This is an optimization exercise on Yosys and OpenROAD, whose aim is small area, a short achievable clock period and few clock cycles per item, not a production implementation.
Where RTL was checked, it was by simulation tests only, not by an equivalence proof against the original.
No functional check of the RTL was part of runs 4 and 5.
Power figures rest on the tool's default switching activity, not on a simulated workload.

==> flow/design.v <==
module mult_s1(
    input [7:0] a,
    input [7:0] b,
    output [23:0] e
    );
    wire t1 = (a[0] & b[6]) ^ (a[1] & b[5]);
    wire t2 = (a[0] & b[6]) & (a[1] & b[5]);
    wire t3 = (a[0] & b[7]) ^ (a[1] & b[6]) ^ (a[2] & b[5]);
    wire t4 = ((a[0] & b[7]) & (a[1] & b[6])) | ((a[0] & b[7]) & (a[2] & b[5])) | ((a[1] & b[6]) & (a[2] & b[5]));
    wire t5 = (a[3] & b[4]) ^ (a[4] & b[3]);
    wire t6 = (a[3] & b[4]) & (a[4] & b[3]);
    wire t7 = (a[1] & b[7]) ^ (a[2] & b[6]) ^ (a[3] & b[5]);
    wire t8 = ((a[1] & b[7]) & (a[2] & b[6])) | ((a[1] & b[7]) & (a[3] & b[5])) | ((a[2] & b[6]) & (a[3] & b[5]));
    wire t9 = (a[4] & b[4]) ^ (a[5] & b[3]);
    wire t10 = (a[4] & b[4]) & (a[5] & b[3]);
    wire t11 = (a[2] & b[7]) ^ (a[3] & b[6]) ^ (a[4] & b[5]);
    wire t12 = ((a[2] & b[7]) & (a[3] & b[6])) | ((a[2] & b[7]) & (a[4] & b[5])) | ((a[3] & b[6]) & (a[4] & b[5]));
    wire t13 = (a[0] & b[4]) ^ (a[1] & b[3]);
    wire t14 = (a[0] & b[4]) & (a[1] & b[3]);
    wire t15 = (a[0] & b[5]) ^ (a[1] & b[4]) ^ (a[2] & b[3]);
    wire t16 = ((a[0] & b[5]) & (a[1] & b[4])) | ((a[0] & b[5]) & (a[2] & b[3])) | ((a[1] & b[4]) & (a[2] & b[3]));
    wire t17 = (a[3] & b[2]) ^ (a[4] & b[1]);
    wire t18 = (a[3] & b[2]) & (a[4] & b[1]);
    wire t19 = t1 ^ (a[2] & b[4]) ^ (a[3] & b[3]);
    wire t20 = (t1 & (a[2] & b[4])) | (t1 & (a[3] & b[3])) | ((a[2] & b[4]) & (a[3] & b[3]));
    wire t21 = (a[4] & b[2]) ^ (a[5] & b[1]) ^ (a[6] & b[0]);
    wire t22 = ((a[4] & b[2]) & (a[5] & b[1])) | ((a[4] & b[2]) & (a[6] & b[0])) | ((a[5] & b[1]) & (a[6] & b[0]));
    wire t23 = t2 ^ t3 ^ t5;
    wire t24 = (t2 & t3) | (t2 & t5) | (t3 & t5);
    wire t25 = (a[5] & b[2]) ^ (a[6] & b[1]) ^ (a[7] & b[0]);
    wire t26 = ((a[5] & b[2]) & (a[6] & b[1])) | ((a[5] & b[2]) & (a[7] & b[0])) | ((a[6] & b[1]) & (a[7] & b[0]));
    wire t27 = t4 ^ t6 ^ t7;
    wire t28 = (t4 & t6) | (t4 & t7) | (t6 & t7);
    wire t29 = t9 ^ (a[6] & b[2]) ^ (a[7] & b[1]);
    wire t30 = (t9 & (a[6] & b[2])) | (t9 & (a[7] & b[1])) | ((a[6] & b[2]) & (a[7] & b[1]));
    wire t31 = t8 ^ t10 ^ t11;
    wire t32 = (t8 & t10) | (t8 & t11) | (t10 & t11);
    wire t33 = (a[5] & b[4]) ^ (a[6] & b[3]) ^ (a[7] & b[2]);
    wire t34 = ((a[5] & b[4]) & (a[6] & b[3])) | ((a[5] & b[4]) & (a[7] & b[2])) | ((a[6] & b[3]) & (a[7] & b[2]));
    wire t35 = t12 ^ (a[3] & b[7]) ^ (a[4] & b[6]);
    wire t36 = (t12 & (a[3] & b[7])) | (t12 & (a[4] & b[6])) | ((a[3] & b[7]) & (a[4] & b[6]));
    wire t37 = (a[5] & b[5]) ^ (a[6] & b[4]) ^ (a[7] & b[3]);
    wire t38 = ((a[5] & b[5]) & (a[6] & b[4])) | ((a[5] & b[5]) & (a[7] & b[3])) | ((a[6] & b[4]) & (a[7] & b[3]));
    wire t39 = (a[4] & b[7]) ^ (a[5] & b[6]) ^ (a[6] & b[5]);
    wire t40 = ((a[4] & b[7]) & (a[5] & b[6])) | ((a[4] & b[7]) & (a[6] & b[5])) | ((a[5] & b[6]) & (a[6] & b[5]));
    wire t41 = (a[0] & b[3]) ^ (a[1] & b[2]);
    wire t42 = (a[0] & b[3]) & (a[1] & b[2]);
    wire t43 = t13 ^ (a[2] & b[2]) ^ (a[3] & b[1]);
    wire t44 = (t13 & (a[2] & b[2])) | (t13 & (a[3] & b[1])) | ((a[2] & b[2]) & (a[3] & b[1]));
    wire t45 = t14 ^ t15 ^ t17;
    wire t46 = (t14 & t15) | (t14 & t17) | (t15 & t17);
    wire t47 = t16 ^ t18 ^ t19;
    wire t48 = (t16 & t18) | (t16 & t19) | (t18 & t19);
    wire t49 = t20 ^ t22 ^ t23;
    wire t50 = (t20 & t22) | (t20 & t23) | (t22 & t23);
    wire t51 = t24 ^ t26 ^ t27;
    wire t52 = (t24 & t26) | (t24 & t27) | (t26 & t27);
    wire t53 = t28 ^ t30 ^ t31;
    wire t54 = (t28 & t30) | (t28 & t31) | (t30 & t31);
    wire t55 = t32 ^ t34 ^ t35;
    wire t56 = (t32 & t34) | (t32 & t35) | (t34 & t35);
    wire t57 = t36 ^ t38 ^ t39;
    wire t58 = (t36 & t38) | (t36 & t39) | (t38 & t39);
    wire t59 = t40 ^ (a[5] & b[7]) ^ (a[6] & b[6]);
    wire t60 = (t40 & (a[5] & b[7])) | (t40 & (a[6] & b[6])) | ((a[5] & b[7]) & (a[6] & b[6]));
    wire t61 = (a[0] & b[2]) ^ (a[1] & b[1]);
    wire t62 = (a[0] & b[2]) & (a[1] & b[1]);
    wire t63 = t41 ^ (a[2] & b[1]) ^ (a[3] & b[0]);
    wire t64 = (t41 & (a[2] & b[1])) | (t41 & (a[3] & b[0])) | ((a[2] & b[1]) & (a[3] & b[0]));
    wire t65 = t42 ^ t43 ^ (a[4] & b[0]);
    wire t66 = (t42 & t43) | (t42 & (a[4] & b[0])) | (t43 & (a[4] & b[0]));
    wire t67 = t44 ^ t45 ^ (a[5] & b[0]);
    wire t68 = (t44 & t45) | (t44 & (a[5] & b[0])) | (t45 & (a[5] & b[0]));
    wire t69 = t46 ^ t47 ^ t21;
    wire t70 = (t46 & t47) | (t46 & t21) | (t47 & t21);
    wire t71 = t48 ^ t49 ^ t25;
    wire t72 = (t48 & t49) | (t48 & t25) | (t49 & t25);
    wire t73 = t50 ^ t51 ^ t29;
    wire t74 = (t50 & t51) | (t50 & t29) | (t51 & t29);
    wire t75 = t52 ^ t53 ^ t33;
    wire t76 = (t52 & t53) | (t52 & t33) | (t53 & t33);
    wire t77 = t54 ^ t55 ^ t37;
    wire t78 = (t54 & t55) | (t54 & t37) | (t55 & t37);
    wire t79 = t56 ^ t57 ^ (a[7] & b[4]);
    wire t80 = (t56 & t57) | (t56 & (a[7] & b[4])) | (t57 & (a[7] & b[4]));
    wire t81 = t58 ^ t59 ^ (a[7] & b[5]);
    wire t82 = (t58 & t59) | (t58 & (a[7] & b[5])) | (t59 & (a[7] & b[5]));
    wire t83 = t60 ^ (a[6] & b[7]) ^ (a[7] & b[6]);
    wire t84 = (t60 & (a[6] & b[7])) | (t60 & (a[7] & b[6])) | ((a[6] & b[7]) & (a[7] & b[6]));
    assign e[0] = t61;
    assign e[1] = t62;
    assign e[2] = t63;
    assign e[3] = t64;
    assign e[4] = t65;
    assign e[5] = t66;
    assign e[6] = t67;
    assign e[7] = t68;
    assign e[8] = t69;
    assign e[9] = t70;
    assign e[10] = t71;
    assign e[11] = t72;
    assign e[12] = t73;
    assign e[13] = t74;
    assign e[14] = t75;
    assign e[15] = t76;
    assign e[16] = t77;
    assign e[17] = t78;
    assign e[18] = t79;
    assign e[19] = t80;
    assign e[20] = t81;
    assign e[21] = t82;
    assign e[22] = t83;
    assign e[23] = t84;
endmodule
module mult_s2(
    input [7:0] a,
    input [7:0] b,
    input [23:0] e,
    output [15:0] x
    );
    wire [15:0] r0 = {1'b0, e[23], e[21], e[19], e[17], e[15], e[13], e[11], e[9], e[7], e[5], e[3], e[1], e[0], (a[0] & b[1]), (a[0] & b[0])};
    wire [15:0] r1 = {1'b0, (a[7] & b[7]), e[22], e[20], e[18], e[16], e[14], e[12], e[10], e[8], e[6], e[4], e[2], (a[2] & b[0]), (a[1] & b[0]), 1'b0};
    assign x = r0 + r1;
endmodule
`timescale 1ns / 1ps
module kadai4 (
    input CLK,
    input RST,
    input [7:0] A,
    input [7:0] B,
    input ACK,
    input START,
    input HALT,
    output [15:0] X,
    output X_VALID,
    output REQ_AB
);
reg [15:0] r0, r1, r2, r3, r4, r5, r6, r7;
reg [23:0] e;
reg inp;             
reg outp;            
reg req;             
reg [2:0] cnt;       
reg [2:0] w;         
reg req_o;           
reg vld;             
wire abort = RST | HALT;
wire acc = req & ACK;
wire [23:0] part;
wire [15:0] prod;
mult_s1 ml1 (
    .a(r5[15:8]),
    .b(r5[7:0]),
    .e(part)
);
mult_s2 ml2 (
    .a(r6[15:8]),
    .b(r6[7:0]),
    .e(e),
    .x(prod)
);
always @(posedge CLK) begin
    r0 <= acc ? {A, B} : r6;
    r1 <= r0;
    r2 <= r1;
    r3 <= r2;
    r4 <= r3;
    r5 <= r4;
    r6 <= r5;
    e <= part;
    r7 <= prod;
end
wire idle = !inp && !outp;
wire cnt7 = (cnt == 3'd7);
wire [2:0] cnt_up = cnt + 3'd1;
wire [2:0] cnt_hold = idle ? 3'd0 : outp ? cnt_up : cnt;
wire [2:0] cnt_acc = idle ? 3'd0 : (outp || req) ? cnt_up : cnt;
wire req_nack = !abort && (inp ? (!req && w == 3'd1) : (idle && START));
wire req_ack = !abort && (inp ? (req ? !cnt7 : w == 3'd1) : (idle && START));
wire last = inp && req && cnt7;
wire inp_nack = !abort && (inp || (idle && START));
wire inp_ack = inp_nack && !last;
wire outp_nack = !abort && outp && !cnt7;
wire outp_ack = !abort && ((outp && !cnt7) || last);
always @(posedge CLK) begin
    cnt <= ACK ? cnt_acc : cnt_hold;
    w <= (req && !ACK) ? 3'd6 : w - 3'd1;
    req <= ACK ? req_ack : req_nack;
    inp <= ACK ? inp_ack : inp_nack;
    outp <= ACK ? outp_ack : outp_nack;
    if (abort) begin
        req_o <= 1'b0;
        vld <= 1'b0;
    end else if (inp) begin
        if (acc) begin
            if (cnt7) begin
                req_o <= 1'b0;
                vld <= 1'b1;
            end
        end else if (req_o) begin
            req_o <= 1'b0;
        end else if (w == 3'd1) begin
            req_o <= 1'b1;
        end
    end else if (outp) begin
        if (cnt7) vld <= 1'b0;
    end else if (START) begin
        req_o <= 1'b1;
    end
end
assign X = r7;
assign X_VALID = vld;
assign REQ_AB = req_o;
endmodule    
==> flow/flow/run.sh <==
#!/bin/bash
# The standard layout, with Yosys's full-adder extraction left out (the adder
# trees are mapped by ABC from plain gates instead of sky130 fa/ha cells),
# plain buffers on the ports, and no dummy loads in the clock tree.
set -euo pipefail
bash standard.sh ADDER_MAP_FILE= \
  "BUFFER_PORTS_ARGS=-buffer_cell sky130_fd_sc_hd__buf_2" \
  "CTS_ARGS=-sink_clustering_enable -repair_clock_nets -dont_use_dummy_load -sink_clustering_size 30 -sink_clustering_max_diameter 100 -buf_list sky130_fd_sc_hd__clkbuf_8" \
  finish > flow.log 2>&1
==> flow/standard.sh <==
#!/bin/bash
# synth_recipe.tcl (not shown) runs the flow's synth.tcl, then flattens the netlist and writes it again
# the make line also repeats each setting of config.mk as NAME=value (left out here)
make -C /OpenROAD-flow-scripts/flow DESIGN_CONFIG=/design/flow/config.mk WORK_HOME=/design/flow/orfs CLKGATE_MAP_FILE= SYNTH_SCRIPT=/design/flow/synth_recipe.tcl "${@:-finish}"
==> flow/config.mk <==
export PLATFORM = sky130hd
export DESIGN_NAME = kadai4
export DESIGN_NICKNAME = kadai4
export VERILOG_FILES = /design/flow/design.v
export SDC_FILE = /design/flow/constraint.sdc
export NUM_CORES = 4
export LEC_CHECK = 0
export ABC_AREA = 1
export ABC_CLOCK_PERIOD_IN_PS = 2000
export CAP_MARGIN = 20
export CORE_MARGIN = 2
export CORE_UTILIZATION = 40
export CTS_BUF_LIST = sky130_fd_sc_hd__clkbuf_8
export CTS_CLUSTER_DIAMETER = 100
export CTS_CLUSTER_SIZE = 30
export SETUP_SLACK_MARGIN = 3.15
export SLEW_MARGIN = 20
export TNS_END_PERCENT = 30
==> flow/constraint.sdc <==
create_clock -name core_clock -period 5.0 [get_ports {CLK}]
set_input_delay 1.0000 -clock core_clock [delete_from_list [all_inputs] [get_ports {CLK}]]
set_output_delay 1.0000 -clock core_clock [all_outputs]
set_load 0.01 [all_outputs]
==> results of run 1 <==
## how the worst max path moves through the flow
stage                   from                   end  slack, ns  cells after the start
2_1_floorplan            ACK  cnt[0]$_SDFFCE_PP0P_       3.15                      4
3_3_place_gp             ACK    req_o$_SDFFE_PN0P_       2.09                      6
3_5_place_dp             ACK    req_o$_SDFFE_PN0P_       2.09                      6
4_1_cts        r7[0]$_DFF_P_                  X[0]       3.09                      1
5_1_grt        r7[1]$_DFF_P_                  X[1]       3.06                      1
6_report       r7[0]$_DFF_P_                  X[0]       3.13                      1
## power by group through the flow
stage | clock, mW | sequential, mW | combinational [mW]
2_1_floorplan | 0 | 1.52 | 0.181
3_3_place_gp | 0 | 1.55 | 0.214
3_5_place_dp | 0 | 1.55 | 0.219
4_1_cts | 0.715 | 1.52 | 0.221
5_1_grt | 0.772 | 1.54 | 0.279
6_report | 0.680 | 1.52 | 0.240
## repair_timing
item,4_1_cts,5_1_grt
pin swaps,0,6
gates resized for setup,11,57
setup endpoints to repair,49,44
gates cloned,0,0
buffers inserted,1,10
hold buffers,0,0
## cell usage after synthesis (2+ instances only)
| cell | count |
|---|---|
| sky130_fd_sc_hd__nand2_1 | 334 |
| sky130_fd_sc_hd__dfxtp_1 | 160 |
| sky130_fd_sc_hd__inv_1 | 84 |
| sky130_fd_sc_hd__nand3_1 | 54 |
| sky130_fd_sc_hd__nor2_1 | 53 |
| sky130_fd_sc_hd__xor2_1 | 26 |
| sky130_fd_sc_hd__a21oi_1 | 23 |
| sky130_fd_sc_hd__nand2_2 | 13 |
| sky130_fd_sc_hd__o21ai_0 | 11 |
| sky130_fd_sc_hd__buf_2 | 6 |
| sky130_fd_sc_hd__nand3_2 | 5 |
| sky130_fd_sc_hd__buf_4 | 4 |
| sky130_fd_sc_hd__clkbuf_1 | 4 |
| sky130_fd_sc_hd__nand3b_1 | 4 |
| sky130_fd_sc_hd__xnor2_1 | 4 |
| sky130_fd_sc_hd__edfxtp_1 | 3 |
| sky130_fd_sc_hd__inv_2 | 3 |
| sky130_fd_sc_hd__nor3_1 | 3 |
| sky130_fd_sc_hd__or2_2 | 3 |
| sky130_fd_sc_hd__a21boi_1 | 2 |
| sky130_fd_sc_hd__a31oi_1 | 2 |
| sky130_fd_sc_hd__clkinv_2 | 2 |
| sky130_fd_sc_hd__nand4_1 | 2 |
| sky130_fd_sc_hd__or2_1 | 2 |
## logic make-up (layout without fill, tap and decap cells)
| family | count (synthesis) | count (layout) | synth area share (%) |
|---|---|---|---|
| AND/OR/NAND/NOR | 478 | 478 | 32.0 |
| AO/OA/AOI/OAI | 46 | 46 | 4.22 |
| flip-flops | 163 | 163 | 52.9 |
| XOR/XNOR | 30 | 30 | 4.22 |
| buffers and inverters | 104 | 156 | 6.68 |
## registers in the layout (all words and copies together) (netlist names), 3 cells and up
signal / flops
r7: 16
r1: 16
e: 24
r0: 16
r6: 16
r4: 16
w: 3
cnt: 3
r2: 16
r5: 16
r3: 16
## final cells by class
type | count | area (sq um) | share of cell area [%]
well taps | 188 | 235 | 3.33
clock buffers | 17 | 234 | 3.31
inverters | 90 | 343 | 4.85
flip-flops and latches | 163 | 3350 | 47.5
repair buffers | 49 | 298 | 4.21
multi-input cells | 554 | 2600 | 36.8
## layer usage
metal	track usage, %	vias to the layer above	part of all wire (%)
li1	-	2612	-
met1	18.9	2052	51
met2	24.5	59	44
met3	4.95	16	3.3
met4	5.12	0	1.2
met5	0	-	0
==> results.ini, run 1 <==
[pwr]
worst_ir_drop_vdd_uv = 245
cellInternalPower_mw = 1.84
power_frac_comb_pct = 9.8
power.leakage_nw = 3.65
power.clock.fraction_pct = 27.9
cellPowerDensity_nw_per_um2 = 345
total_power_mw = 2.44
power_frac_seq_pct = 62.3
sw_frac_of_total_pct = 24.5
p_sw_mw = 0.598

[synthesis]
synth_largest_area_cell = sky130_fd_sc_hd__dfxtp_1
synth.yosys.seq_area_share_pct = 52.9
syn-num-nets = 842
ys.warnings.count = 1
syn-instance-count = 821
ys_async_sr_fraction_pct = 0
synthFlopType = sky130_fd_sc_hd__dfxtp_1
synth-edff-count = 3
syn_avg_cell_area_sq_um = 7.58
synth-seq-cells = 163
post_synth_num_cell_types = 38
synth_top_cells_by_area = sky130_fd_sc_hd__dfxtp_1 (51%), sky130_fd_sc_hd__nand2_1 (20%), sky130_fd_sc_hd__inv_1 (5.1%)
syn_area_sq_um = 6220
synth_top_area_share_pct = 51.5

[placed_design]
postPlaceCellArea_sq_um = 6570
place.gp.congestion = 0.790
placement.setup.worst_slack_ns = 2.09
dp_cells = 1033
dp_hpwl_mm = 8.37
place.port_buffers = 38

[critical_path]
classification_of_the_worst_setup_path = register to output port
worst_r2r_endpoint = r7[12]$_DFF_P_
r2r.worst_path.cells = 12
crit_buf_inv = 1
worst_path_dominant_cell_family = flip-flops
worstSetupEndpointType = output port
timing.rr.start = e[10]$_DFF_P_
worst-endpoint-required_ns = 4.00
worst_path_cell_trace = buf_2
rrSetupSlack_ns = 3.30
timing.critical_path.fanout_max = 1
cpMaxStageDelayCell = sky130_fd_sc_hd__dfxtp_1
crit_path_arrival_time_ns = 0.87
worstSetupStartpointType = register
critPathMaxStageDelay_ns = 0.31

[sta]
fin_tns_setup_ns = 0
setup_viol = 0
period_needed_ns = 1.87
max_freq_mhz = 535
skew_ns = 0.0238
timing_hold_violations_final = 0
final.hold.worst_slack_ns = 0.323
grt_setup_unrepaired = true
post-route-worst-setup-slack_ns = 3.13
tightest_slew_ns = 0.411
final_max_slew_viol_count = 0
layout_worst_path_cycle_share_pct = 37.4
worst_rel_slew_slack_pct = 72.5

[clock_tree]
cts_tree = built
ctsRootBufferMaster = sky130_fd_sc_hd__clkbuf_8
numCtsBuffers = 17
clockBufferDepth = 2
clk_latency_ns = 0.43
clock_sinks = 163
cts.htree.levels = 4
clk_transition_reported_paths_ns = 0.08

[floorplanning]
die_area_sq_um = 16600
core-area_sq_um = 15200
placement_rows = 45
floorplan.die.height_microns = 129
floorplan.io_pins = 39
initial_utilization_pct = 40.9
dieWidth_microns = 129

[detailed_routing]
wl_cell_microns = 10.6
route.antenna.remaining_nets = 0
dr_total_vias = 4739
drt-total-wl_mm = 11.2
initialDrtViolationCount = 212
drt_pass1_iterations = 4
vias_per_cell = 4.47
remaining_drc_errors = 0

[finish]
drive_gt1_share_pct = 17.0
layout.core_utilization_pct = 46.5
final_common_cell = sky130_fd_sc_hd__nand2_1
layout_common_cells = sky130_fd_sc_hd__nand2_1 (318), sky130_fd_sc_hd__dfxtp_1 (140), sky130_fd_sc_hd__inv_1 (82)
design.final.nets = 896
finish.instance_area_sq_um = 7070
n_fill_cell = 1494
final-instance-count-excl-fill = 1061
syn_to_final_growth_pct = 13.6
antennaDiodeCount = 0

[global_route]
groute.usage.overall_pct = 15.1
grt.overflow.total = 0
via_count_of_the_first_global_routing_pass = 4454
antenna_found_initial = 0
grt_pass1_wl_mm = 19.7
grt_max_degree = 21

[min_path]
timing.hold.worst.class = register to register
hold_depth = 0
hold-path-endpoint = r4[14]$_DFF_P_
hold_start = r3[14]$_DFF_P_

[status]
status = timing/DRC/antenna clean

[flow_run]
cap_viol_max_count = 0

Testbench counts, summed over its fixed seeds: cycles 3,264, items 1,536.
==> run 2, diff against run 1 <==
==> flow/flow/run.sh (replaced) <==
#!/bin/bash
# The standard layout, with Yosys's full-adder extraction left out (the adder
# trees are mapped by ABC from plain gates instead of sky130 fa/ha cells),
# plain buffers on the ports, and no dummy loads in the clock tree.
set -euo pipefail
bash standard.sh ADDER_MAP_FILE= \
  "BUFFER_PORTS_ARGS=-buffer_cell sky130_fd_sc_hd__buf_2" \
  "CTS_ARGS=-repair_clock_nets -dont_use_dummy_load -buf_list sky130_fd_sc_hd__clkbuf_8" \
  finish > flow.log 2>&1
--- a/flow/config.mk
+++ b/flow/config.mk
@@ -13,6 +13,5 @@
 export CTS_BUF_LIST = sky130_fd_sc_hd__clkbuf_8
 export CTS_CLUSTER_DIAMETER = 100
 export CTS_CLUSTER_SIZE = 30
-export SETUP_SLACK_MARGIN = 3.15
+export SETUP_SLACK_MARGIN = 3.0
 export SLEW_MARGIN = 20
-export TNS_END_PERCENT = 30
==> results.ini, run 2 <==
[floorplanning]
initial_utilization_pct = 40.9
dieWidth_microns = 129
floorplan.die.height_microns = 129
die_area_sq_um = 16600
floorplan.io_pins = 39
placement_rows = 45
core-area_sq_um = 15200

[global_route]
grt.overflow.total = 0
groute.usage.overall_pct = 15.0
grt_pass1_wl_mm = 19.4
antenna_found_initial = 0
via_count_of_the_first_global_routing_pass = 4297
grt_max_degree = 21

[clock_tree]
cts.htree.levels = 4
cts_tree = built
post_cts.repair.setup_buffers = 0
cts.hold.buffers_added = 0
clock_sinks = 163
clockBufferDepth = 2
numCtsBuffers = 17
ctsRootBufferMaster = sky130_fd_sc_hd__clkbuf_8
clk_latency_ns = 0.44
clk_transition_reported_paths_ns = 0.09

[synthesis]
synth-edff-count = 3
post_synth_num_cell_types = 38
ys.warnings.count = 1
synth_largest_area_cell = sky130_fd_sc_hd__dfxtp_1
synth.top_cells.by_count = sky130_fd_sc_hd__nand2_1 (334), sky130_fd_sc_hd__dfxtp_1 (160), sky130_fd_sc_hd__inv_1 (84), sky130_fd_sc_hd__nand3_1 (54), sky130_fd_sc_hd__nor2_1 (53)
syn_area_sq_um = 6220
synth.yosys.seq_area_share_pct = 52.9
syn-num-nets = 842
ys_async_sr_fraction_pct = 0
synthFlopType = sky130_fd_sc_hd__dfxtp_1
syn-instance-count = 821
most_repeated_cell_in_the_gate_level_netlist_after_synthesis = sky130_fd_sc_hd__nand2_1
syn_avg_cell_area_sq_um = 7.58
synth_top_area_share_pct = 51.5
synth_top_cells_by_area = sky130_fd_sc_hd__dfxtp_1 (51%), sky130_fd_sc_hd__nand2_1 (20%), sky130_fd_sc_hd__inv_1 (5.1%)
synth-seq-cells = 163

[pwr]
cellPowerDensity_nw_per_um2 = 355
total_power_mw = 2.42
worst_ir_drop_vdd_uv = 248
power.leakage_nw = 3.57

[min_path]
hold_start = r1[2]$_DFF_P_
hold_depth = 0
timing.hold.worst.class = register to register

[detailed_routing]
wl_cell_microns = 10.6
dr_total_vias = 4728
remaining_drc_errors = 0
route.antenna.remaining_nets = 0
initialDrtViolationCount = 221
drt_pass1_iterations = 6
vias_per_cell = 4.50
drt-total-wl_mm = 11.2

[critical_path]
classification_of_the_worst_setup_path = register to output port
worstSetupEndpointType = output port
timing.rr.start = r5[7]$_DFF_P_
timing.critical_path.fanout_max = 3
worst_path_cell_trace = buf_2
crit_path_arrival_time_ns = 0.89
cpMaxStageDelayCell = sky130_fd_sc_hd__dfxtp_2
number_of_stages_on_the_worst_setup_path = 1
worst-endpoint-required_ns = 4.00
r2r.worst_path.cells = 15
crit_buf_inv = 1
critPathMaxStageDelay_ns = 0.34
worstSetupStartpointType = register
worst_path_dominant_cell_family = flip-flops
critical_path.startpoint = req_o$_SDFFE_PN0P_

[placed_design]
place.port_buffers = 38
place.gp.congestion = 0.787
dp_hpwl_mm = 8.47

[finish]
antennaDiodeCount = 0
drive_gt1_share_pct = 11.7
syn_to_final_growth_pct = 9.83
n_fill_cell = 1526
final_common_cell = sky130_fd_sc_hd__nand2_1
design.final.nets = 886
layout_common_cells = sky130_fd_sc_hd__nand2_1 (334), sky130_fd_sc_hd__dfxtp_1 (149), sky130_fd_sc_hd__inv_1 (84)
regMostFlops = e
largest_reg_flops = 24

[sta]
timing_hold_violations_final = 0
grt_setup_unrepaired = true
skew_ns = 0.0287
layout_worst_path_cycle_share_pct = 37.8
final.hold.worst_slack_ns = 0.322
fin_tns_setup_ns = 0
setup_viol = 0
tightest_slew_ns = 0.424
period_needed_ns = 1.89
worst_rel_slew_slack_pct = 71.7
final_max_slew_viol_count = 0
max_freq_mhz = 529

[status]
status = timing/DRC/antenna clean

[flow_run]
cap_viol_max_count = 0

[run 2: cell counts after synthesis]
Identical to the previous run, type by type.
[run 2: worst paths after layout]
| check | slack, ns | to |
|---|---|---|
| max | 3.11 | REQ_AB |
| min | 0.32 | r2[2]$_DFF_P_ |
| max reg2reg | 3.21 | e[16]$_DFF_P_ |
| min reg2reg | 0.32 | r2[2]$_DFF_P_ |
[run 2: per-layer routing]
layer  vias to the layer above  track usage, %  share of wire, %
met2                        62            23.4                43
met4                         0            6.65               1.7
met3                        15            4.16               3.3
li1                       2603               -                 -
met1                      2048            19.6                52
met5                         -               0                 0
[run 2: cells by family after synthesis]
kind of cell / synth area share, %
and+or+nand+nor: 32.0
DFF: 52.9
buffers and inverters: 6.68
AOI/OAI and AO/OA: 4.22
xor gates and xnor gates: 4.22
[run 2: area by class of cell]
cell class	instances	area, sq um	share of cell area (%)
tap	188	235	3.44
clock buffer	17	234	3.42
timing repair buffer	39	198	2.89
multi-input combinational	554	2520	36.8
inverter	90	342	5.00
sequential	163	3310	48.4
[run 2: per-stage QoR]
step | util [%] | worst slack [ns] | instance area (sq um) | std cells
after global routing | 45.0 | 2.99 | 6830 | 1051
after floorplan | - | 3.04 | 6220 | 821
after detailed placement | 43.3 | 2.43 | 6580 | 1034
final | 45.0 | 3.11 | 6830 | 1051
after global placement | 43.3 | 2.49 | 6580 | 1034
after CTS | 44.8 | 3.02 | 6820 | 1051
[run 2: timing repair]
action | 4_1_cts | 5_1_grt
pin swaps | 0 | 0
setup endpoints to repair | 1 | 18
resized for setup | 1 | 13
hold endpoints to repair | 0 | 0
[run 2: where the power goes]
group | leakage [nW] | switching, mW | internal [mW]
combinational | 2.10 | 0.130 | 0.0863
sequential | 1.36 | 0.0803 | 1.44
clock | 0.122 | 0.384 | 0.300
==> run 3, diff against run 2 <==
--- a/flow/flow/run.sh
+++ b/flow/flow/run.sh
@@ -5,5 +5,5 @@
 set -euo pipefail
 bash standard.sh ADDER_MAP_FILE= \
   "BUFFER_PORTS_ARGS=-buffer_cell sky130_fd_sc_hd__buf_2" \
-  "CTS_ARGS=-repair_clock_nets -dont_use_dummy_load -buf_list sky130_fd_sc_hd__clkbuf_8" \
+  "CTS_ARGS=-sink_clustering_enable -repair_clock_nets -dont_use_dummy_load -sink_clustering_size 40 -sink_clustering_max_diameter 300 -buf_list sky130_fd_sc_hd__clkbuf_16" \
   finish > flow.log 2>&1
==> results.ini, run 3 <==
[synthesis]
synth.yosys.seq_area_share_pct = 52.9
syn_avg_cell_area_sq_um = 7.58
synth_top_cells_by_area = sky130_fd_sc_hd__dfxtp_1 (51%), sky130_fd_sc_hd__nand2_1 (20%), sky130_fd_sc_hd__inv_1 (5.1%)
post_synth_num_cell_types = 38
ys.warnings.count = 1
most_repeated_cell_in_the_gate_level_netlist_after_synthesis = sky130_fd_sc_hd__nand2_1
synthFlopType = sky130_fd_sc_hd__dfxtp_1
syn_area_sq_um = 6220
syn-instance-count = 821
synth_largest_area_cell = sky130_fd_sc_hd__dfxtp_1
synth.top_cells.by_count = sky130_fd_sc_hd__nand2_1 (334), sky130_fd_sc_hd__dfxtp_1 (160), sky130_fd_sc_hd__inv_1 (84), sky130_fd_sc_hd__nand3_1 (54), sky130_fd_sc_hd__nor2_1 (53)
synth-seq-cells = 163
ys_async_sr_fraction_pct = 0
synth-edff-count = 3
synth_top_area_share_pct = 51.5
syn-num-nets = 842

[critical_path]
crit_path_arrival_time_ns = 0.89
critPathMaxStageDelay_ns = 0.35
worstSetupStartpointType = register
worstSetupEndpointType = output port
crit_buf_inv = 1
cpMaxStageDelayCell = sky130_fd_sc_hd__dfxtp_1
worst_path_cell_trace = buf_2
timing.critical_path.fanout_max = 3
classification_of_the_worst_setup_path = register to output port
worst-endpoint-required_ns = 4.00
worst_path_dominant_cell_family = flip-flops

[pwr]
sw_frac_of_total_pct = 23.0
worst_ir_drop_vdd_uv = 301
power_frac_seq_pct = 55.5
power.clock.fraction_pct = 36.7
cellInternalPower_mw = 2.12
cellPowerDensity_nw_per_um2 = 392
p_sw_mw = 0.634
total_power_mw = 2.75
power.leakage_nw = 3.66
power_frac_comb_pct = 7.8

[sta]
setup_viol = 0
fin_tns_setup_ns = 0
timing_hold_violations_final = 0
final_max_slew_viol_count = 0
tightest_slew_ns = 0.410
final.hold.worst_slack_ns = 0.322
max_freq_mhz = 529
period_needed_ns = 1.89
grt_setup_unrepaired = false
layout_worst_path_cycle_share_pct = 37.8
skew_ns = 0.0215
worst_rel_slew_slack_pct = 72.6

[clock_tree]
cts.htree.levels = 4
clockBufferDepth = 2
post_cts.repair.setup_buffers = 0
clk_transition_reported_paths_ns = 0.06
ctsRootBufferMaster = sky130_fd_sc_hd__clkbuf_16
cts_tree = built
clk_latency_ns = 0.42
post_cts_resized = 1
numCtsBuffers = 17
cts.hold.buffers_added = 0
clock_sinks = 163

[global_route]
groute.usage.overall_pct = 15.1
grt.overflow.total = 0
antenna_found_initial = 0
via_count_of_the_first_global_routing_pass = 4314
grt_max_degree = 21
grt_pass1_wl_mm = 19.6

[detailed_routing]
vias_per_cell = 4.51
drt-total-wl_mm = 11.2
drt_pass1_iterations = 4
dr_total_vias = 4745
route.antenna.remaining_nets = 0
wl_cell_microns = 10.7
remaining_drc_errors = 0
initialDrtViolationCount = 251

[finish]
antennaDiodeCount = 0
drive_gt1_share_pct = 11.6
final_common_cell = sky130_fd_sc_hd__nand2_1
largest_reg_flops = 24
layout_common_cells = sky130_fd_sc_hd__nand2_1 (334), sky130_fd_sc_hd__dfxtp_1 (150), sky130_fd_sc_hd__inv_1 (84)
regMostFlops = e
design.final.nets = 886
layout.core_utilization_pct = 46.2
syn_to_final_growth_pct = 12.9
final-instance-count-excl-fill = 1051

[floorplanning]
placement_rows = 45
floorplan.io_pins = 39
core-area_sq_um = 15200
die_area_sq_um = 16600
dieWidth_microns = 129
initial_utilization_pct = 40.9
floorplan.die.height_microns = 129

[placed_design]
dp_cells = 1034
dp_hpwl_mm = 8.47
place.port_buffers = 38
place.gp.congestion = 0.787

[min_path]
timing.hold.worst.class = register to register

[status]
status = timing/DRC/antenna clean

[flow_run]
cap_viol_max_count = 0

==> run 3: worst register-to-register path, stage by stage (launching register included) <==
cell	delay [ns]
sky130_fd_sc_hd__dfxtp_1	0.50
sky130_fd_sc_hd__nand2_2	0.13
sky130_fd_sc_hd__inv_2	0.11
sky130_fd_sc_hd__nand2_4	0.07
sky130_fd_sc_hd__nand2_2	0.06
sky130_fd_sc_hd__nand2_2	0.06
sky130_fd_sc_hd__nand2_1	0.06
sky130_fd_sc_hd__nand2_1	0.05
sky130_fd_sc_hd__and2_4	0.14
sky130_fd_sc_hd__or2_1	0.22
sky130_fd_sc_hd__nand3_1	0.11
sky130_fd_sc_hd__nand2_1	0.07
sky130_fd_sc_hd__nand2_1	0.06
sky130_fd_sc_hd__nand2_1	0.04
==> run 3: final timing paths <==
kind	start	end	slack (ns)	depth (start not counted)
max	req_o$_SDFFE_PN0P_	REQ_AB	3.11	1
min	r4[15]$_DFF_P_	r5[15]$_DFF_P_	0.32	0
max reg2reg	r5[8]$_DFF_P_	e[8]$_DFF_P_	3.22	13
min reg2reg	r4[15]$_DFF_P_	r5[15]$_DFF_P_	0.32	0
==> run 3: cells by family (layout without fill, tap and decap cells) <==
logic type      count (synthesis)  count (layout)  synth area share (%)
simple gates                  478             478                  32.0
buf+inv                       104             146                  6.68
compound gates                 46              46                  4.22
xor+xnor                       30              30                  4.22
flops                         163             163                  52.9
==> run 3: layer usage <==
layer	share of wire [%]	GRT usage (%)	vias up
met5	0	0	-
met4	1.9	5.95	0
met3	3.5	4.24	19
met2	43	23.8	68
met1	52	19.7	2056
li1	-	-	2602
==> run 3: area by class of cell <==
type | instances | area [sq um]
fillers | 1501 | 8180
inverters | 90 | 343
flip-flops and latches | 163 | 3310
repair buffers | 39 | 198
multi-input cells | 554 | 2520
clock buffers | 17 | 425
well taps | 188 | 235
==> run 3: power by group through the flow <==
| stage | sequential, mW | clock (mW) | combinational, mW |
|---|---|---|---|
| 2_1_floorplan | 1.52 | 0 | 0.181 |
| 3_3_place_gp | 1.55 | 0 | 0.214 |
| 3_5_place_dp | 1.55 | 0 | 0.217 |
| 4_1_cts | 1.53 | 1.05 | 0.218 |
| 5_1_grt | 1.54 | 1.11 | 0.254 |
| 6_report | 1.53 | 1.01 | 0.216 |
==> run 3: per-stage QoR <==
stage               setup slack, ns  area (sq um)
finish                         3.11          7030
global route                   3.00          7030
CTS                            3.03          7010
detailed placement             2.43          6580
global placement               2.49          6580
floorplan                      3.04          6220
==> run 4, diff against run 3 <==
--- a/flow/design.v
+++ b/flow/design.v
@@ -120,7 +120,38 @@
     );
     wire [15:0] r0 = {1'b0, e[23], e[21], e[19], e[17], e[15], e[13], e[11], e[9], e[7], e[5], e[3], e[1], e[0], (a[0] & b[1]), (a[0] & b[0])};
     wire [15:0] r1 = {1'b0, (a[7] & b[7]), e[22], e[20], e[18], e[16], e[14], e[12], e[10], e[8], e[6], e[4], e[2], (a[2] & b[0]), (a[1] & b[0]), 1'b0};
-    assign x = r0 + r1;
+    wire [15:0] p = r0 ^ r1;
+    wire [15:0] g = r0 & r1;
+    wire G1 = g[2] | (p[2] & g[1]);
+    wire G2 = g[3] | (p[3] & G1);
+    wire G3 = g[4] | (p[4] & G2);
+    wire G4 = g[5] | (p[5] & G3);
+    wire G5 = g[6] | (p[6] & G4);
+    wire G6 = g[7] | (p[7] & G5);
+    wire G7 = g[8] | (p[8] & G6);
+    wire G8 = g[9] | (p[9] & G7);
+    wire G9 = g[10] | (p[10] & G8);
+    wire G10 = g[11] | (p[11] & G9);
+    wire G11 = g[12] | (p[12] & G10);
+    wire G12 = g[13] | (p[13] & G11);
+    wire G13 = g[14] | (p[14] & G12);
+    wire G14 = g[15] | (p[15] & G13);
+    assign x[0] = p[0];
+    assign x[1] = p[1];
+    assign x[2] = p[2] ^ g[1];
+    assign x[3] = p[3] ^ G1;
+    assign x[4] = p[4] ^ G2;
+    assign x[5] = p[5] ^ G3;
+    assign x[6] = p[6] ^ G4;
+    assign x[7] = p[7] ^ G5;
+    assign x[8] = p[8] ^ G6;
+    assign x[9] = p[9] ^ G7;
+    assign x[10] = p[10] ^ G8;
+    assign x[11] = p[11] ^ G9;
+    assign x[12] = p[12] ^ G10;
+    assign x[13] = p[13] ^ G11;
+    assign x[14] = p[14] ^ G12;
+    assign x[15] = p[15] ^ G13;
 endmodule
 `timescale 1ns / 1ps
 module kadai4 (
==> flow/flow/run.sh (replaced) <==
#!/bin/bash
# The standard layout, with Yosys's full-adder extraction left out (the adder
# trees are mapped by ABC from plain gates instead of sky130 fa/ha cells),
# plain buffers on the ports, and no dummy loads in the clock tree.
set -euo pipefail
bash standard.sh ADDER_MAP_FILE= \
  "BUFFER_PORTS_ARGS=-buffer_cell sky130_fd_sc_hd__buf_2" \
  "CTS_ARGS=-sink_clustering_enable -repair_clock_nets -dont_use_dummy_load -sink_clustering_size 30 -sink_clustering_max_diameter 100 -buf_list sky130_fd_sc_hd__clkbuf_8" \
  finish > flow.log 2>&1
==> results.ini, run 4 <==
[placed_design]
place.port_buffers = 38
dp_cells = 860
placement.setup.worst_slack_ns = 2.04
dp_hpwl_mm = 6.63
postPlaceCellArea_sq_um = 6100
place.gp.congestion = 0.781

[sta]
layout_worst_path_cycle_share_pct = 45.4
skew_ns = 0.0185
setup_viol = 0
final_max_slew_viol_count = 0
tightest_slew_ns = 0.405
timing_hold_violations_final = 0
fin_tns_setup_ns = 0
grt_setup_unrepaired = true
worst_rel_slew_slack_pct = 72.9
max_freq_mhz = 440
period_needed_ns = 2.27
post-route-worst-setup-slack_ns = 2.73
final.hold.worst_slack_ns = 0.309

[synthesis]
synth_largest_area_cell = sky130_fd_sc_hd__dfxtp_1
synth_fa_ha_area_share_pct = 0.523
ys_async_sr_fraction_pct = 0
synth.top_cells.by_count = sky130_fd_sc_hd__nand2_1 (207), sky130_fd_sc_hd__dfxtp_1 (160), sky130_fd_sc_hd__inv_1 (67), sky130_fd_sc_hd__xor2_1 (50), sky130_fd_sc_hd__nor2_1 (45)
synth_top_area_share_pct = 55.8
syn-instance-count = 656
syn_avg_cell_area_sq_um = 8.75
synthFlopType = sky130_fd_sc_hd__dfxtp_1
synth-edff-count = 3
syn-num-nets = 677
synth_top_cells_by_area = sky130_fd_sc_hd__dfxtp_1 (56%), sky130_fd_sc_hd__nand2_1 (14%), sky130_fd_sc_hd__xor2_1 (7.6%)
synth.yosys.seq_area_share_pct = 57.4
syn_area_sq_um = 5740
yosys.area_share.simple_pct = 21.1
main_combinational_cell_family_by_area_after_synthesis = simple AND/OR/NAND/NOR gates
most_repeated_cell_in_the_gate_level_netlist_after_synthesis = sky130_fd_sc_hd__nand2_1
synth_compound_area_share_pct = 4.91
synth-seq-cells = 163
synth_xor_xnor_area_share_pct = 10.6
ys.warnings.count = 1
yosys-mux-area-fraction_pct = 0
post_synth_num_cell_types = 29

[critical_path]
classification_of_the_worst_setup_path = register to register
worst-endpoint-required_ns = 5.31
timing.rr.start = r6[0]$_DFF_P_
rrSetupSlack_ns = 2.73
timing.critical_path.fanout_max = 4
worstSetupEndpointType = register
worst_r2r_endpoint = r7[11]$_DFF_P_
r2r.worst_path.cells = 24
crit_path_arrival_time_ns = 2.58
worstSetupStartpointType = register

[status]
status = timing/DRC/antenna clean

[pwr]
power_frac_seq_pct = 62.2
power.leakage_nw = 3.48
worst_ir_drop_vdd_uv = 209
sw_frac_of_total_pct = 24.2
total_power_mw = 2.45
cellInternalPower_mw = 1.86
power.clock.fraction_pct = 27.8
cellPowerDensity_nw_per_um2 = 351
power_frac_comb_pct = 10.0
p_sw_mw = 0.592

[detailed_routing]
initialDrtViolationCount = 109
vias_per_cell = 4.37
dr_total_vias = 4074
drt_pass1_iterations = 4
remaining_drc_errors = 0
route.antenna.remaining_nets = 0
drt-total-wl_mm = 9.80
wl_cell_microns = 10.5

[floorplanning]
placement_rows = 43
core-area_sq_um = 13900
floorplan.io_pins = 39
die_area_sq_um = 15300
dieWidth_microns = 124
floorplan.die.height_microns = 124
initial_utilization_pct = 41.2

[clock_tree]
clk_latency_ns = 0.44
clock_sinks = 163
numCtsBuffers = 17
cts_tree = built
ctsRootBufferMaster = sky130_fd_sc_hd__clkbuf_8
clk_transition_reported_paths_ns = 0.07
clockBufferDepth = 2
cts.htree.levels = 4
cts.hold.buffers_added = 0

[min_path]
hold-path-endpoint = r4[6]$_DFF_P_
hold_start = r3[6]$_DFF_P_
timing.hold.worst.class = register to register
hold_depth = 0

[finish]
final-instance-count-excl-fill = 932
antennaDiodeCount = 0
layout_common_cells = sky130_fd_sc_hd__nand2_1 (194), sky130_fd_sc_hd__dfxtp_1 (142), sky130_fd_sc_hd__inv_1 (65)
regMostFlops = e
finish.instance_area_sq_um = 6990
syn_to_final_growth_pct = 21.8
drive_gt1_share_pct = 27.1
design.final.nets = 775
largest_reg_flops = 24
layout.core_utilization_pct = 50.2
final_common_cell = sky130_fd_sc_hd__nand2_1

[global_route]
grt.overflow.total = 0
via_count_of_the_first_global_routing_pass = 3746
grt_max_degree = 21
groute.usage.overall_pct = 14.0
grt_pass1_wl_mm = 16.3
antenna_found_initial = 0

[flow_run]
cap_viol_max_count = 0

run 4: changes by cell type after synthesis, sizes merged, moves of 7 or more:
cell and change:
a21oi -7, inv -18, o21ai +12, nand2 -118
xor2 +28, nor2 -8, buf -10, clkbuf +10
nand3 -49
run 4: critical path, stage by stage, from the launching register on:
cell and delay [ns]:
sky130_fd_sc_hd__dfxtp_4 0.38, sky130_fd_sc_hd__nand3_2 0.11, sky130_fd_sc_hd__nand3_2 0.10, sky130_fd_sc_hd__nand2_2 0.06, sky130_fd_sc_hd__nand2_2 0.06, sky130_fd_sc_hd__nand2_2 0.05, sky130_fd_sc_hd__nand2_2 0.06, sky130_fd_sc_hd__nand2_2 0.06
sky130_fd_sc_hd__nand2_2 0.05, sky130_fd_sc_hd__nand2_2 0.05, sky130_fd_sc_hd__nand2_2 0.05, sky130_fd_sc_hd__nand2_2 0.05, sky130_fd_sc_hd__nand2_2 0.05, sky130_fd_sc_hd__nand2_2 0.05, sky130_fd_sc_hd__nand2_2 0.05, sky130_fd_sc_hd__nand2_2 0.05
sky130_fd_sc_hd__nand2_2 0.06, sky130_fd_sc_hd__nand2_2 0.06, sky130_fd_sc_hd__nand2_2 0.06, sky130_fd_sc_hd__nand2_2 0.06, sky130_fd_sc_hd__buf_4 0.13, sky130_fd_sc_hd__buf_4 0.12, sky130_fd_sc_hd__buf_4 0.12, sky130_fd_sc_hd__buf_4 0.12
sky130_fd_sc_hd__xor2_1 0.13
run 4: area by class of cell:
type / instances / area [sq um]
clock buffer: 17 / 234
sequential: 163 / 3350
tap: 180 / 225
multi-input combinational: 409 / 2310
inverter: 70 / 265
timing repair buffer: 93 / 606
fill: 1300 / 6940
run 4: kinds of logic (layout without fill, tap and decap cells):
| kind of cell | Yosys count | count (layout) |
|---|---|---|
| AOI/OAI and AO/OA | 51 | 51 |
| and+or+nand+nor | 294 | 294 |
| DFF | 163 | 163 |
| adders and majority gates | 3 | 3 |
| buffers and inverters | 84 | 180 |
| xor gates and xnor gates | 61 | 61 |
run 4: what timing repair did:
action	in CTS	in global routing
resized for setup	29	58
pin swaps	8	32
setup buffers	32	23
endpoints found under the setup margin	31	39
cloned	0	0
run 4: worst max path at each step:
stage                                    end     startpoint  slack (ns)
final                         r7[11]$_DFF_P_  r6[0]$_DFF_P_        2.73
after global routing          r7[14]$_DFF_P_  r6[0]$_DFF_P_        2.50
after CTS                     r7[15]$_DFF_P_  r6[1]$_DFF_P_        2.73
after detailed placement  req_o$_SDFFE_PN0P_            ACK        2.04
after global placement    req_o$_SDFFE_PN0P_            ACK        2.15
after floorplan               r7[14]$_DFF_P_  r6[0]$_DFF_P_        2.86
run 4: metal layers:
metal	global-route usage, %	wire length (microns)	vias up
li1	-	-	2169
met1	16.3	4430	1845
met2	23.6	4870	48
met3	4.58	358	12
met4	5.54	146	0
met5	0	0	-
run 4: power groups by stage:
stage | clock network, mW | registers, mW | logic [mW]
2_1_floorplan | 0 | 1.53 | 0.160
3_3_place_gp | 0 | 1.56 | 0.188
3_5_place_dp | 0 | 1.56 | 0.194
4_1_cts | 0.714 | 1.53 | 0.207
5_1_grt | 0.764 | 1.54 | 0.278
6_report | 0.682 | 1.53 | 0.244
==> run 5, diff against run 4 <==
--- a/flow/design.v
+++ b/flow/design.v
@@ -123,35 +123,77 @@
     wire [15:0] p = r0 ^ r1;
     wire [15:0] g = r0 & r1;
     wire G1 = g[2] | (p[2] & g[1]);
-    wire G2 = g[3] | (p[3] & G1);
-    wire G3 = g[4] | (p[4] & G2);
-    wire G4 = g[5] | (p[5] & G3);
-    wire G5 = g[6] | (p[6] & G4);
-    wire G6 = g[7] | (p[7] & G5);
-    wire G7 = g[8] | (p[8] & G6);
-    wire G8 = g[9] | (p[9] & G7);
-    wire G9 = g[10] | (p[10] & G8);
-    wire G10 = g[11] | (p[11] & G9);
-    wire G11 = g[12] | (p[12] & G10);
-    wire G12 = g[13] | (p[13] & G11);
-    wire G13 = g[14] | (p[14] & G12);
-    wire G14 = g[15] | (p[15] & G13);
+    wire P1 = p[2] & p[1];
+    wire G2 = g[4] | (p[4] & g[3]);
+    wire P2 = p[4] & p[3];
+    wire G3 = g[6] | (p[6] & g[5]);
+    wire P3 = p[6] & p[5];
+    wire G4 = g[8] | (p[8] & g[7]);
+    wire P4 = p[8] & p[7];
+    wire G5 = g[10] | (p[10] & g[9]);
+    wire P5 = p[10] & p[9];
+    wire G6 = g[12] | (p[12] & g[11]);
+    wire P6 = p[12] & p[11];
+    wire G7 = g[14] | (p[14] & g[13]);
+    wire P7 = p[14] & p[13];
+    wire G8 = g[3] | (p[3] & G1);
+    wire P8 = p[3] & P1;
+    wire G9 = G2 | (P2 & G1);
+    wire P9 = P2 & P1;
+    wire G10 = g[7] | (p[7] & G3);
+    wire P10 = p[7] & P3;
+    wire G11 = G4 | (P4 & G3);
+    wire P11 = P4 & P3;
+    wire G12 = g[11] | (p[11] & G5);
+    wire P12 = p[11] & P5;
+    wire G13 = G6 | (P6 & G5);
+    wire P13 = P6 & P5;
+    wire G14 = g[15] | (p[15] & G7);
+    wire P14 = p[15] & P7;
+    wire G15 = g[5] | (p[5] & G9);
+    wire P15 = p[5] & P9;
+    wire G16 = G3 | (P3 & G9);
+    wire P16 = P3 & P9;
+    wire G17 = G10 | (P10 & G9);
+    wire P17 = P10 & P9;
+    wire G18 = G11 | (P11 & G9);
+    wire P18 = P11 & P9;
+    wire G19 = g[13] | (p[13] & G13);
+    wire P19 = p[13] & P13;
+    wire G20 = G7 | (P7 & G13);
+    wire P20 = P7 & P13;
+    wire G21 = G14 | (P14 & G13);
+    wire P21 = P14 & P13;
+    wire G22 = g[9] | (p[9] & G18);
+    wire P22 = p[9] & P18;
+    wire G23 = G5 | (P5 & G18);
+    wire P23 = P5 & P18;
+    wire G24 = G12 | (P12 & G18);
+    wire P24 = P12 & P18;
+    wire G25 = G13 | (P13 & G18);
+    wire P25 = P13 & P18;
+    wire G26 = G19 | (P19 & G18);
+    wire P26 = P19 & P18;
+    wire G27 = G20 | (P20 & G18);
+    wire P27 = P20 & P18;
+    wire G28 = G21 | (P21 & G18);
+    wire P28 = P21 & P18;
     assign x[0] = p[0];
     assign x[1] = p[1];
     assign x[2] = p[2] ^ g[1];
     assign x[3] = p[3] ^ G1;
-    assign x[4] = p[4] ^ G2;
-    assign x[5] = p[5] ^ G3;
-    assign x[6] = p[6] ^ G4;
-    assign x[7] = p[7] ^ G5;
-    assign x[8] = p[8] ^ G6;
-    assign x[9] = p[9] ^ G7;
-    assign x[10] = p[10] ^ G8;
-    assign x[11] = p[11] ^ G9;
-    assign x[12] = p[12] ^ G10;
-    assign x[13] = p[13] ^ G11;
-    assign x[14] = p[14] ^ G12;
-    assign x[15] = p[15] ^ G13;
+    assign x[4] = p[4] ^ G8;
+    assign x[5] = p[5] ^ G9;
+    assign x[6] = p[6] ^ G15;
+    assign x[7] = p[7] ^ G16;
+    assign x[8] = p[8] ^ G17;
+    assign x[9] = p[9] ^ G18;
+    assign x[10] = p[10] ^ G22;
+    assign x[11] = p[11] ^ G23;
+    assign x[12] = p[12] ^ G24;
+    assign x[13] = p[13] ^ G25;
+    assign x[14] = p[14] ^ G26;
+    assign x[15] = p[15] ^ G27;
 endmodule
 `timescale 1ns / 1ps
 module kadai4 (
==> results.ini, run 5 <==
[clock_tree]
cts_tree = built
cts.htree.levels = 4
ctsRootBufferMaster = sky130_fd_sc_hd__clkbuf_8
clk_latency_ns = 0.44
clock_sinks = 163
clk_transition_reported_paths_ns = 0.08
cts.hold.buffers_added = 0
clockBufferDepth = 2
numCtsBuffers = 17

[synthesis]
synth_largest_area_cell = sky130_fd_sc_hd__dfxtp_1
syn-instance-count = 807
synth.yosys.seq_area_share_pct = 53.7
most_repeated_cell_in_the_gate_level_netlist_after_synthesis = sky130_fd_sc_hd__nand2_1
syn_area_sq_um = 6130
synth-seq-cells = 163
synth_top_area_share_pct = 52.3
syn_avg_cell_area_sq_um = 7.59
synth.top_cells.by_count = sky130_fd_sc_hd__nand2_1 (322), sky130_fd_sc_hd__dfxtp_1 (160), sky130_fd_sc_hd__inv_1 (91), sky130_fd_sc_hd__nand3_1 (66), sky130_fd_sc_hd__nor2_1 (47)
post_synth_num_cell_types = 31
syn-num-nets = 828
ys_async_sr_fraction_pct = 0
synthFlopType = sky130_fd_sc_hd__dfxtp_1
synth_top_cells_by_area = sky130_fd_sc_hd__dfxtp_1 (52%), sky130_fd_sc_hd__nand2_1 (20%), sky130_fd_sc_hd__inv_1 (5.6%)
ys.warnings.count = 1
synth-edff-count = 3

[sta]
worst_rel_slew_slack_pct = 71.9
period_needed_ns = 1.92
skew_ns = 0.0248
setup_viol = 0
tightest_slew_ns = 0.419
grt_setup_unrepaired = true
post-route-worst-setup-slack_ns = 3.08
final.hold.worst_slack_ns = 0.312
final_max_slew_viol_count = 0
max_freq_mhz = 522
layout_worst_path_cycle_share_pct = 38.3
timing_hold_violations_final = 0
fin_tns_setup_ns = 0

[critical_path]
critPathMaxStageDelay_ns = 0.35
worst-endpoint-required_ns = 4.00
classification_of_the_worst_setup_path = register to output port
timing.critical_path.fanout_max = 3
worstSetupEndpointType = output port
worst_path_dominant_cell_family = flip-flops
crit_path_arrival_time_ns = 0.92
cpMaxStageDelayCell = sky130_fd_sc_hd__dfxtp_1
worstSetupStartpointType = register
worst_path_cell_trace = buf_2
crit_buf_inv = 1

[detailed_routing]
remaining_drc_errors = 0
wl_cell_microns = 9.77
dr_total_vias = 4512
vias_per_cell = 4.34
drt_pass1_iterations = 4
route.antenna.remaining_nets = 0
initialDrtViolationCount = 209
drt-total-wl_mm = 10.2

[finish]
n_fill_cell = 1511
final-instance-count-excl-fill = 1040
regMostFlops = e
final_common_cell = sky130_fd_sc_hd__nand2_1
syn_to_final_growth_pct = 10.7
layout_common_cells = sky130_fd_sc_hd__nand2_1 (321), sky130_fd_sc_hd__dfxtp_1 (147), sky130_fd_sc_hd__inv_1 (90)
design.final.nets = 875
drive_gt1_share_pct = 11.7
layout.core_utilization_pct = 45.0
antennaDiodeCount = 0
finish.instance_area_sq_um = 6780
largest_reg_flops = 24

[floorplanning]
placement_rows = 45
floorplan.io_pins = 39
initial_utilization_pct = 40.6
core-area_sq_um = 15100
floorplan.die.height_microns = 128
dieWidth_microns = 128
die_area_sq_um = 16300

[placed_design]
place.gp.congestion = 0.778
place.port_buffers = 38
postPlaceCellArea_sq_um = 6480
dp_hpwl_mm = 7.53
placement.setup.worst_slack_ns = 2.38
dp_cells = 1019

[global_route]
antenna_found_initial = 0
grt.overflow.total = 0
groute.usage.overall_pct = 13.7
grt_pass1_wl_mm = 17.5
via_count_of_the_first_global_routing_pass = 4036
grt_max_degree = 20

[status]
status = timing/DRC/antenna clean

[pwr]
power.leakage_nw = 3.59
worst_ir_drop_vdd_uv = 261
total_power_mw = 2.53
cellPowerDensity_nw_per_um2 = 373

[flow_run]
cap_viol_max_count = 0

[min_path]
timing.hold.worst.class = register to register

==> run 5: cell types whose count changed after synthesis, sizes merged, moves of 5 or more <==
cell,delta
nand2,+105
nand3,+58
xor2,-28
inv,+26
buf,+11
clkbuf,-11
o21ai,-11
a21oi,+5
==> run 5: final timing paths <==
path / from / to / slack, ns / depth (start not counted)
max: req_o$_SDFFE_PN0P_ / REQ_AB / 3.08 / 1
min: r1[1]$_DFF_P_ / r2[1]$_DFF_P_ / 0.31 / 0
min reg2reg: r1[1]$_DFF_P_ / r2[1]$_DFF_P_ / 0.31 / 0
max reg2reg: r5[3]$_DFF_P_ / e[14]$_DFF_P_ / 3.25 / 15
==> run 5: cell type report <==
| cell class | instances | area, sq um | share of cell area [%] |
|---|---|---|---|
| inverters | 95 | 360 | 5.31 |
| flip-flops and latches | 163 | 3320 | 49.0 |
| repair buffers | 41 | 213 | 3.14 |
| multi-input cells | 535 | 2410 | 35.5 |
| clock buffers | 17 | 234 | 3.45 |
| repair inverters | 1 | 5.00 | 0.0738 |
| well taps | 188 | 235 | 3.47 |
==> run 5: metal layers <==
metal / GRT usage, % / part of all wire [%] / vias up
li1: - / - / 2551
met3: 3.13 / 3.3 / 10
met2: 21.7 / 43 / 60
met5: 0 / 0 / -
met1: 17.6 / 52 / 1891
met4: 6.79 / 1.6 / 0
==> run 5: kinds of logic after synthesis <==
| group | count (synthesis) | synth area share (%) |
|---|---|---|
| flip-flops | 163 | 53.7 |
| XOR/XNOR | 29 | 4.15 |
| AND/OR/NAND/NOR | 464 | 31.3 |
| AO/OA/AOI/OAI | 42 | 3.76 |
| buffers and inverters | 109 | 7.02 |
==> run 5: worst reg2reg max path: stages, from the launching register on <==
cell	delay, ns
sky130_fd_sc_hd__dfxtp_4	0.42
sky130_fd_sc_hd__nand2_1	0.12
sky130_fd_sc_hd__nor2_2	0.20
sky130_fd_sc_hd__inv_1	0.08
sky130_fd_sc_hd__nand3_1	0.11
sky130_fd_sc_hd__nand2_1	0.06
sky130_fd_sc_hd__nand2_1	0.07
sky130_fd_sc_hd__nand2_2	0.08
sky130_fd_sc_hd__inv_2	0.07
sky130_fd_sc_hd__nand2_1	0.05
sky130_fd_sc_hd__nand2_1	0.09
sky130_fd_sc_hd__inv_1	0.04
sky130_fd_sc_hd__nand2_1	0.10
sky130_fd_sc_hd__nand2_1	0.06
sky130_fd_sc_hd__nand2_1	0.05
sky130_fd_sc_hd__nand2_1	0.04
==> run 5: what timing repair did <==
item / CTS / global route
buffers inserted: 0 / 3
gates resized for setup: 2 / 21
gates cloned: 1 / 0
pin swaps: 0 / 0
endpoints found under the setup margin: 1 / 20
==> run 5: power breakdown <==
| group | switching, mW | total [mW] | internal, mW |
|---|---|---|---|
| logic | 0.178 | 0.297 | 0.120 |
| clock network | 0.380 | 0.680 | 0.300 |
| registers | 0.0862 | 1.55 | 1.47 |

-- what the ideal ports hide --
Ports are ideal in the flow. The routed layouts listed here were re-timed in OpenROAD. Step 1: set_driving_cell puts a clkbuf_16 on CLK and a buf_2 on each other input, an assumption about the parent block. Step 2 also shifts input and output timing later by t, the mid clock arrival at the registers, as if the neighbouring blocks saw the same clock. a / b / c = ideal / step 1 / step 2; a / b = the first two.
| run | shift t [ns] | slack for setup (ns) | worst hold slack (ns) |
|---|---|---|---|
| run 1 | 0.458 | 3.129 / 3.094 / 2.902 | 0.323 / 0.323 / 0.323 |
| run 2 | 0.461 | 3.110 / 3.076 / 2.744 | 0.322 / 0.322 / 0.322 |
| run 3 | 0.444 | 3.110 / 3.070 / 2.942 | 0.322 / 0.322 / 0.322 |
| run 4 | 0.462 | 2.728 / 2.728 / 2.728 | 0.309 / 0.309 / 0.309 |
| run 5 | 0.463 | 3.084 / 3.048 / 2.748 | 0.312 / 0.312 / 0.312 |
After both steps every run listed still meets setup and hold. For run 2, which loses most, drivers alone change the setup slack by -0.034 ns; drivers and shift together by -0.366 ns.
